From an optimization exercise on the open Yosys and OpenROAD flow, aimed at small area, a short achievable clock period and few clock cycles per item; shortcuts taken in it are not production practice. Power is estimated from default activity; no workload was simulated.

// modulo_sec
module modulo_sec#(
  parameter SIZE = 16,
  parameter CALCULATION_OUT = 1'b0 )(
  input clk,
  input rst,
  input [(SIZE-1):0] divident,
  input [(SIZE-1):0] divisor,
  input start,
  output done,
  output [(SIZE-1):0] remainder);
==> module modulo_sec, before the edit <==
module modulo_sec#(
  parameter SIZE = 16,
  parameter CALCULATION_OUT = 1'b0 )(
  input clk,
  input rst,
  input [(SIZE-1):0] divident,
  input [(SIZE-1):0] divisor,
  input start,
  output done,
  output [(SIZE-1):0] remainder);
  localparam CW = 4;   
  function [3:0] lzc;
    input [15:0] v;
    reg [3:0] z;
    reg [1:0] lz0, lz1, lz2, lz3, hi;
    begin
      z[3] = ~|v[15:12]; z[2] = ~|v[11:8]; z[1] = ~|v[7:4]; z[0] = ~|v[3:0];
      lz3 = {~v[15] & ~v[14], ~v[15] & (v[14] | ~v[13])};
      lz2 = {~v[11] & ~v[10], ~v[11] & (v[10] | ~v[9])};
      lz1 = {~v[7] & ~v[6], ~v[7] & (v[6] | ~v[5])};
      lz0 = {~v[3] & ~v[2], ~v[3] & (v[2] | ~v[1])};
      hi = {z[3] & z[2], z[3] & (~z[2] | z[1])};
      case (hi)
        2'd0: lzc = {hi, lz3};
        2'd1: lzc = {hi, lz2};
        2'd2: lzc = {hi, lz1};
        default: lzc = {hi, lz0};
      endcase
    end
  endfunction
  function [SIZE:0] sub_bk;
    input [SIZE-1:0] x, y;
    reg [SIZE-1:0] g, p, gn, pn;
    integer i, j, l;
    begin
      for (i = 0; i < SIZE; i = i + 1) begin
        g[i] = ~x[i] & y[i];
        p[i] = ~(x[i] ^ y[i]);
      end
      for (l = 0; (1 << l) < SIZE; l = l + 1) begin
        gn = g; pn = p;
        for (i = 0; i < SIZE; i = i + 1)
          if (((i + 1) % (2 << l)) == 0) begin
            j = i - (1 << l);
            gn[i] = g[i] | (p[i] & g[j]);
            pn[i] = p[i] & p[j];
          end
        g = gn; p = pn;
      end
      for (l = CW - 2; l >= 0; l = l - 1) begin
        gn = g; pn = p;
        for (i = 0; i < SIZE; i = i + 1)
          if (((i + 1) % (2 << l)) == (1 << l) && i > (1 << l)) begin
            j = i - (1 << l);
            gn[i] = g[i] | (p[i] & g[j]);
            pn[i] = p[i] & p[j];
          end
        g = gn; p = pn;
      end
      sub_bk[SIZE] = g[SIZE-1];
      sub_bk[0] = x[0] ^ y[0];
      for (i = 1; i < SIZE; i = i + 1)
        sub_bk[i] = g[i-1] ? (x[i] ~^ y[i]) : (x[i] ^ y[i]);
    end
  endfunction
  function [CW:0] sub_sel;
    input [CW-1:0] x, y;
    reg [CW:0] bw;
    integer k;
    begin
      bw[0] = 1'b0;
      for (k = 0; k < CW; k = k + 1) begin
        sub_sel[k] = bw[k] ? (x[k] ~^ y[k]) : (x[k] ^ y[k]);
        bw[k+1] = (~x[k] & y[k]) | (~(x[k] ^ y[k]) & bw[k]);
      end
      sub_sel[CW] = bw[CW];
    end
  endfunction
  reg idle, align;
  reg [SIZE-1:0] rem_reg, div_reg;
  reg [CW-1:0] cnt;
  assign done = idle;
  assign remainder = rem_reg;
  wire [CW-1:0] lz_a = lzc(divident);
  wire [CW-1:0] lz_b = lzc(divisor);
  wire [CW:0] shift = sub_sel(lz_b, lz_a);
  wire [SIZE:0] diff = sub_bk(rem_reg, div_reg);
  always @(posedge clk) begin
    align <= idle;
    if (idle) begin
      if (start)
        rem_reg <= divident;
      div_reg <= divisor;
      cnt <= shift[CW-1:0];
    end else begin
      if (align)
        div_reg <= div_reg << cnt;
      else begin
        if (~diff[SIZE])
          rem_reg <= diff[SIZE-1:0];
        div_reg <= div_reg >> 1;
      end
      cnt <= cnt - 1'b1;
    end
  end
  always @(posedge clk or posedge rst) begin
    if (rst)
      idle <= 1'b1;
    else if (idle)
      idle <= ~start | shift[CW];
    else
      idle <= ~align & (&cnt);
  end
endmodule
Settings: LEC_CHECK=0, ABC_AREA=1, CAP_MARGIN=20, CORE_MARGIN=2, CORE_UTILIZATION=40, SETUP_SLACK_MARGIN=1.5, SLEW_MARGIN=20; clock period 4.0 ns.
standard.sh (not shown) runs the stock make flow with config.mk's settings and CLKGATE_MAP_FILE= SYNTH_SCRIPT=/design/flow/synth_recipe.tcl, a recipe that flattens the netlist after the stock synthesis.
==> flow/flow/run.sh <==
#!/bin/bash
# The standard layout, with plain buf_1 cells (not delay cells) as the port
# buffers and no dummy loads in the clock tree.
set -euo pipefail
bash standard.sh BUFFER_PORTS_ARGS="-buffer_cell sky130_fd_sc_hd__buf_1" \
  CTS_ARGS="-sink_clustering_enable -repair_clock_nets -dont_use_dummy_load" \
  finish > standard.log 2>&1
The baseline finished clean.
Then changed:
--- a/flow/design.v
+++ b/flow/design.v
@@ -63,18 +63,30 @@
         sub_bk[i] = g[i-1] ? (x[i] ~^ y[i]) : (x[i] ^ y[i]);
     end
   endfunction
   function [CW:0] sub_sel;
     input [CW-1:0] x, y;
+    reg [CW-1:0] g, p;
     reg [CW:0] bw;
-    integer k;
+    integer k, l, m;
+    reg term;
     begin
-      bw[0] = 1'b0;
       for (k = 0; k < CW; k = k + 1) begin
-        sub_sel[k] = bw[k] ? (x[k] ~^ y[k]) : (x[k] ^ y[k]);
-        bw[k+1] = (~x[k] & y[k]) | (~(x[k] ^ y[k]) & bw[k]);
+        g[k] = ~x[k] & y[k];
+        p[k] = ~(x[k] ^ y[k]);
       end
+      for (k = 0; k <= CW; k = k + 1) begin
+        bw[k] = 1'b0;
+        for (m = 0; m < k; m = m + 1) begin
+          term = g[m];
+          for (l = m + 1; l < k; l = l + 1)
+            term = term & p[l];
+          bw[k] = bw[k] | term;
+        end
+      end
+      for (k = 0; k < CW; k = k + 1)
+        sub_sel[k] = bw[k] ? ~(x[k] ^ y[k]) : (x[k] ^ y[k]);
       sub_sel[CW] = bw[CW];
     end
   endfunction
   reg idle, align;
   reg [SIZE-1:0] rem_reg, div_reg;
@@ -84,31 +96,30 @@
   wire [CW-1:0] lz_a = lzc(divident);
   wire [CW-1:0] lz_b = lzc(divisor);
   wire [CW:0] shift = sub_sel(lz_b, lz_a);
   wire [SIZE:0] diff = sub_bk(rem_reg, div_reg);
   always @(posedge clk) begin
-    align <= idle;
     if (idle) begin
       if (start)
         rem_reg <= divident;
       div_reg <= divisor;
       cnt <= shift[CW-1:0];
+      align <= |shift[CW-1:0];
+    end else if (align) begin
+      div_reg <= div_reg << cnt;
+      align <= 1'b0;
     end else begin
-      if (align)
-        div_reg <= div_reg << cnt;
-      else begin
-        if (~diff[SIZE])
-          rem_reg <= diff[SIZE-1:0];
-        div_reg <= div_reg >> 1;
-      end
+      if (~diff[SIZE])
+        rem_reg <= diff[SIZE-1:0];
+      div_reg <= div_reg >> 1;
       cnt <= cnt - 1'b1;
     end
   end
   always @(posedge clk or posedge rst) begin
     if (rst)
       idle <= 1'b1;
     else if (idle)
       idle <= ~start | shift[CW];
-    else
-      idle <= ~align & (&cnt);
+    else if (~align)
+      idle <= ~|cnt;
   end
 endmodule
What happened: Routed wire length climbs by 4.2%; power came out lower by 3.0%; final cell count went up by 2.1%; synthesized cell count came out higher by 1.8%; cell area increases by 2.9%; combinational power barely changes; critical path depth goes up by 1; sequential share of layout area grows by 0.34 points; core utilization climbs by 0.62 points.
Function was not checked in any run of this note: the RTL went through the layout flow alone.

* * *

modulo_sec, a different RTL version from the one above (not shown whole).
Size in the first run: about 480 cells after synthesis, about 39 flip-flops, about 0.0035 mm² of cells after synthesis.
==> module modulo_sec, before the edit <==
module modulo_sec#(
  parameter SIZE = 16,
  parameter CALCULATION_OUT = 1'b0 )(
  input clk,
  input rst,
  input [(SIZE-1):0] divident,
  input [(SIZE-1):0] divisor,
  input start,
  output done,
  output [(SIZE-1):0] remainder);
  localparam CW = 4;   
  function [3:0] lzc;
    input [15:0] v;
    reg [3:0] z;
    reg [1:0] lz0, lz1, lz2, lz3, hi;
    begin
      z[3] = ~|v[15:12]; z[2] = ~|v[11:8]; z[1] = ~|v[7:4]; z[0] = ~|v[3:0];
      lz3 = {~v[15] & ~v[14], ~v[15] & (v[14] | ~v[13])};
      lz2 = {~v[11] & ~v[10], ~v[11] & (v[10] | ~v[9])};
      lz1 = {~v[7] & ~v[6], ~v[7] & (v[6] | ~v[5])};
      lz0 = {~v[3] & ~v[2], ~v[3] & (v[2] | ~v[1])};
      hi = {z[3] & z[2], z[3] & (~z[2] | z[1])};
      case (hi)
        2'd0: lzc = {hi, lz3};
        2'd1: lzc = {hi, lz2};
        2'd2: lzc = {hi, lz1};
        default: lzc = {hi, lz0};
      endcase
    end
  endfunction
  function [SIZE:0] sub_bk;
    input [SIZE-1:0] x, y;
    reg [SIZE-1:0] g, p, gn, pn;
    integer i, j, l;
    begin
      for (i = 0; i < SIZE; i = i + 1) begin
        g[i] = ~x[i] & y[i];
        p[i] = ~(x[i] ^ y[i]);
      end
      for (l = 0; (1 << l) < SIZE; l = l + 1) begin
        gn = g; pn = p;
        for (i = 0; i < SIZE; i = i + 1)
          if (((i + 1) % (2 << l)) == 0) begin
            j = i - (1 << l);
            gn[i] = g[i] | (p[i] & g[j]);
            pn[i] = p[i] & p[j];
          end
        g = gn; p = pn;
      end
      for (l = CW - 2; l >= 0; l = l - 1) begin
        gn = g; pn = p;
        for (i = 0; i < SIZE; i = i + 1)
          if (((i + 1) % (2 << l)) == (1 << l) && i > (1 << l)) begin
            j = i - (1 << l);
            gn[i] = g[i] | (p[i] & g[j]);
            pn[i] = p[i] & p[j];
          end
        g = gn; p = pn;
      end
      sub_bk[SIZE] = g[SIZE-1];
      sub_bk[0] = x[0] ^ y[0];
      for (i = 1; i < SIZE; i = i + 1)
        sub_bk[i] = x[i] ^ y[i] ^ g[i-1];
    end
  endfunction
  reg idle, busy, align;   
  reg [SIZE-1:0] rem_reg, div_reg;
  reg [CW-1:0] cnt;
  assign done = idle;
  assign remainder = rem_reg;
  wire [CW-1:0] lz_a = lzc(divident);
  wire [CW-1:0] lz_b = lzc(divisor);
  wire [CW:0] shift = {1'b0, lz_b} - {1'b0, lz_a};
  wire [SIZE:0] diff = sub_bk(rem_reg, div_reg);
  always @(posedge clk) begin
    if (~busy) begin
      if (start)
        rem_reg <= divident;
      div_reg <= divisor;
      cnt <= shift[CW-1:0];
      align <= |shift[CW-1:0];
    end else if (align) begin
      div_reg <= div_reg << cnt;
      align <= 1'b0;
    end else begin
      if (~diff[SIZE])
        rem_reg <= diff[SIZE-1:0];
      div_reg <= div_reg >> 1;
      cnt <= cnt - 1'b1;
    end
  end
  always @(posedge clk or posedge rst) begin
    if (rst) begin
      idle <= 1'b1;
      busy <= 1'b0;
    end else if (~busy) begin
      idle <= ~start | shift[CW];
      busy <= start & ~shift[CW];
    end else if (~align) begin
      idle <= ~|cnt;
      busy <= |cnt;
    end
  end
endmodule
clock: 4.0 ns
lec_check: 0
abc_area: 1
cap_margin: 20
core_margin: 2
core_utilization: 40
setup_slack_margin: 1.5
slew_margin: 20
==> flow/flow/run.sh <==
#!/bin/bash
# The standard layout, with plain buf_1 cells (not delay cells) as the port buffers.
set -euo pipefail
bash standard.sh BUFFER_PORTS_ARGS="-buffer_cell sky130_fd_sc_hd__buf_1" finish > standard.log 2>&1
The baseline finished clean.
Next try:
--- a/flow/design.v
+++ b/flow/design.v
@@ -62,9 +62,9 @@
       for (i = 1; i < SIZE; i = i + 1)
         sub_bk[i] = x[i] ^ y[i] ^ g[i-1];
     end
   endfunction
-  reg idle, busy, align;   
+  reg idle, align;
   reg [SIZE-1:0] rem_reg, div_reg;
   reg [CW-1:0] cnt;
   assign done = idle;
   assign remainder = rem_reg;
@@ -72,16 +72,16 @@
   wire [CW-1:0] lz_b = lzc(divisor);
   wire [CW:0] shift = {1'b0, lz_b} - {1'b0, lz_a};
   wire [SIZE:0] diff = sub_bk(rem_reg, div_reg);
   always @(posedge clk) begin
-    if (~busy) begin
+    if (idle) begin
       if (start)
         rem_reg <= divident;
-      div_reg <= divisor;
+      div_reg <= divisor << shift[2:0];
       cnt <= shift[CW-1:0];
-      align <= |shift[CW-1:0];
+      align <= shift[CW-1];
     end else if (align) begin
-      div_reg <= div_reg << cnt;
+      div_reg <= div_reg << 8;
       align <= 1'b0;
     end else begin
       if (~diff[SIZE])
         rem_reg <= diff[SIZE-1:0];
@@ -89,16 +89,12 @@
       cnt <= cnt - 1'b1;
     end
   end
   always @(posedge clk or posedge rst) begin
-    if (rst) begin
+    if (rst)
       idle <= 1'b1;
-      busy <= 1'b0;
-    end else if (~busy) begin
+    else if (idle)
       idle <= ~start | shift[CW];
-      busy <= start & ~shift[CW];
-    end else if (~align) begin
+    else if (~align)
       idle <= ~|cnt;
-      busy <= |cnt;
-    end
   end
 endmodule
What happened:
- The changed run passed the timing, design-rule and antenna checks
- combinational power drops by 32%
- power drops by 27%
- global-route usage drops by 1.5 points
- cell area climbs by 0.68%
- die area drops by 10%
- cell count drops by 4.6%
- clock skew drops by 5.0 ps
- utilization climbs by 4.8 points
Function was not checked in any run of this note: the RTL went through the layout flow alone.

* * *

old:
Another version of the RTL of modulo_sec (not shown whole).
Size: roughly 330 cells after synthesis, ~52 I/O pins, ~3000 um2 of cells after synthesis.
==> module modulo_sec, before the edit <==
module modulo_sec#(
  parameter SIZE = 16,
  parameter CALCULATION_OUT = 1'b0 )(
  input clk,
  input rst,
  input [(SIZE-1):0] divident,
  input [(SIZE-1):0] divisor,
  input start,
  output done,
  output [(SIZE-1):0] remainder);
  localparam CW = $clog2(SIZE);
  function [CW-1:0] lzc;
    input [SIZE-1:0] v;
    integer i;
    begin
      lzc = SIZE-1;
      for (i = 0; i < SIZE; i = i + 1)
        if (v[i]) lzc = SIZE-1-i;
    end
  endfunction
  function [SIZE:0] sub_bk;
    input [SIZE-1:0] x, y;
    reg [SIZE-1:0] g, p, gn, pn;
    integer i, j, l;
    begin
      for (i = 0; i < SIZE; i = i + 1) begin
        g[i] = ~x[i] & y[i];
        p[i] = ~(x[i] ^ y[i]);
      end
      for (l = 0; (1 << l) < SIZE; l = l + 1) begin
        gn = g; pn = p;
        for (i = 0; i < SIZE; i = i + 1)
          if (((i + 1) % (2 << l)) == 0) begin
            j = i - (1 << l);
            gn[i] = g[i] | (p[i] & g[j]);
            pn[i] = p[i] & p[j];
          end
        g = gn; p = pn;
      end
      for (l = CW - 2; l >= 0; l = l - 1) begin
        gn = g; pn = p;
        for (i = 0; i < SIZE; i = i + 1)
          if (((i + 1) % (2 << l)) == (1 << l) && i > (1 << l)) begin
            j = i - (1 << l);
            gn[i] = g[i] | (p[i] & g[j]);
            pn[i] = p[i] & p[j];
          end
        g = gn; p = pn;
      end
      sub_bk[SIZE] = g[SIZE-1];
      sub_bk[0] = x[0] ^ y[0];
      for (i = 1; i < SIZE; i = i + 1)
        sub_bk[i] = x[i] ^ y[i] ^ g[i-1];
    end
  endfunction
  reg busy;
  reg [SIZE-1:0] rem_reg, div_reg;
  reg [CW-1:0] cnt;
  assign done = ~busy;
  assign remainder = rem_reg;
  wire [CW-1:0] lz_a = lzc(divident);
  wire [CW-1:0] lz_b = lzc(divisor);
  wire [CW:0] shift = {1'b0, lz_b} - {1'b0, lz_a};
  wire [SIZE:0] diff = sub_bk(rem_reg, div_reg);
  always @(posedge clk) begin
    if (busy) begin
      if (~diff[SIZE])
        rem_reg <= diff[SIZE-1:0];
      div_reg <= div_reg >> 1;
      cnt <= cnt - 1'b1;
    end else begin
      if (start)
        rem_reg <= divident;
      div_reg <= divisor << shift[CW-1:0];
      cnt <= shift[CW-1:0];
    end
  end
  always @(posedge clk or posedge rst) begin
    if (rst)
      busy <= 1'b0;
    else if (busy)
      busy <= |cnt;
    else
      busy <= start & ~shift[CW];
  end
endmodule
clock: 4.0 ns
lec_check: 0
cap_margin: 20
core_margin: 2
core_utilization: 40
slew_margin: 20
Scripts as last shown in full above: flow/flow/run.sh
Input changes introduced in new (baseline for comparison: old):
-- flow/design.v --
<<< old, line 10
  output [(SIZE-1):0] remainder);
  localparam CW = $clog2(SIZE);
  function [CW-1:0] lzc;
    input [SIZE-1:0] v;
    integer i;
    begin
      lzc = SIZE-1;
      for (i = 0; i < SIZE; i = i + 1)
        if (v[i]) lzc = SIZE-1-i;
    end
  endfunction
>>> new, line 10
  output [(SIZE-1):0] remainder);
  localparam CW = $clog2(SIZE);
  function [3:0] lzc;
    input [15:0] v;
    reg [3:0] z;
    reg [1:0] lz0, lz1, lz2, lz3, hi;
    begin
      z[3] = ~|v[15:12]; z[2] = ~|v[11:8]; z[1] = ~|v[7:4]; z[0] = ~|v[3:0];
      lz3 = {~v[15] & ~v[14], ~v[15] & (v[14] | ~v[13])};
      lz2 = {~v[11] & ~v[10], ~v[11] & (v[10] | ~v[9])};
      lz1 = {~v[7] & ~v[6], ~v[7] & (v[6] | ~v[5])};
      lz0 = {~v[3] & ~v[2], ~v[3] & (v[2] | ~v[1])};
      hi = {z[3] & z[2], z[3] & (~z[2] | z[1])};
      case (hi)
        2'd0: lzc = {hi, lz3};
        2'd1: lzc = {hi, lz2};
        2'd2: lzc = {hi, lz1};
        default: lzc = {hi, lz0};
      endcase
    end
  endfunction
Worst max-slew margin expressed relative to the limit was lower in the run labelled old.
Die width ended up 0.34 um higher on new than on old.
On new: half-perimeter wire length after detailed placement is about 3.4% higher than what old gave.
Of new and old, old shows the lower share of total power in sequential cells, with new above it.
Side by side, combinational group share of total power turned out higher in new than in old.
Between new and old, the post-synthesis share of cell area spent on full adders, half adders and majority gates figures differ only marginally.
In new, non-clock buffer count is higher than in old.
Between new and old, it is new whose total routed wirelength is higher, by 2.9%.
Compared new vs old, and fmax is down in new.
Looking at clock period minus worst slack, new sits 390 ps higher than old does.
Cmp new vs old: count of clock-buffer cells in the layout lower in new
No functional check of the RTL was part of any run of this note.

==> static timing again, ports no longer ideal <==
In the flow no input, the clock included, has a driving cell. The finished layouts below were timed again as built, in two steps. Step 1, drivers: a clkbuf_16 drives clk and a buf_2 each remaining input, both assumed. Step 2, shift: input delay + t, output delay - t, t = (earliest + latest rising clock arrival at the registers) / 2. This alone moves slack from input paths to output paths. Slacks: no drivers / after step 1 / after step 2; pairs: no drivers / after step 1.
run	shift t [ns]	setup WS [ns]	worst setup path at the end
the first run of note 1	0.312	1.517 / 1.511 / 1.199	input to register
the second run of note 1	0.326	1.328 / 1.315 / 0.989	input to register
the first run of note 2	0.336	1.557 / 1.568 / 1.232	input to register
the second run of note 2	0.315	1.408 / 1.393 / 1.078	input to register
old	0.309	0.550 / 0.557 / 0.248	input to register
new	0.309	0.157 / 0.166 / -0.143	input to register
Met with ideal ports but missed after step 2: setup timing in new. The setup slack of the second run of note 1, which loses most, moves by -0.013 ns with the drivers and by -0.339 ns with both steps.
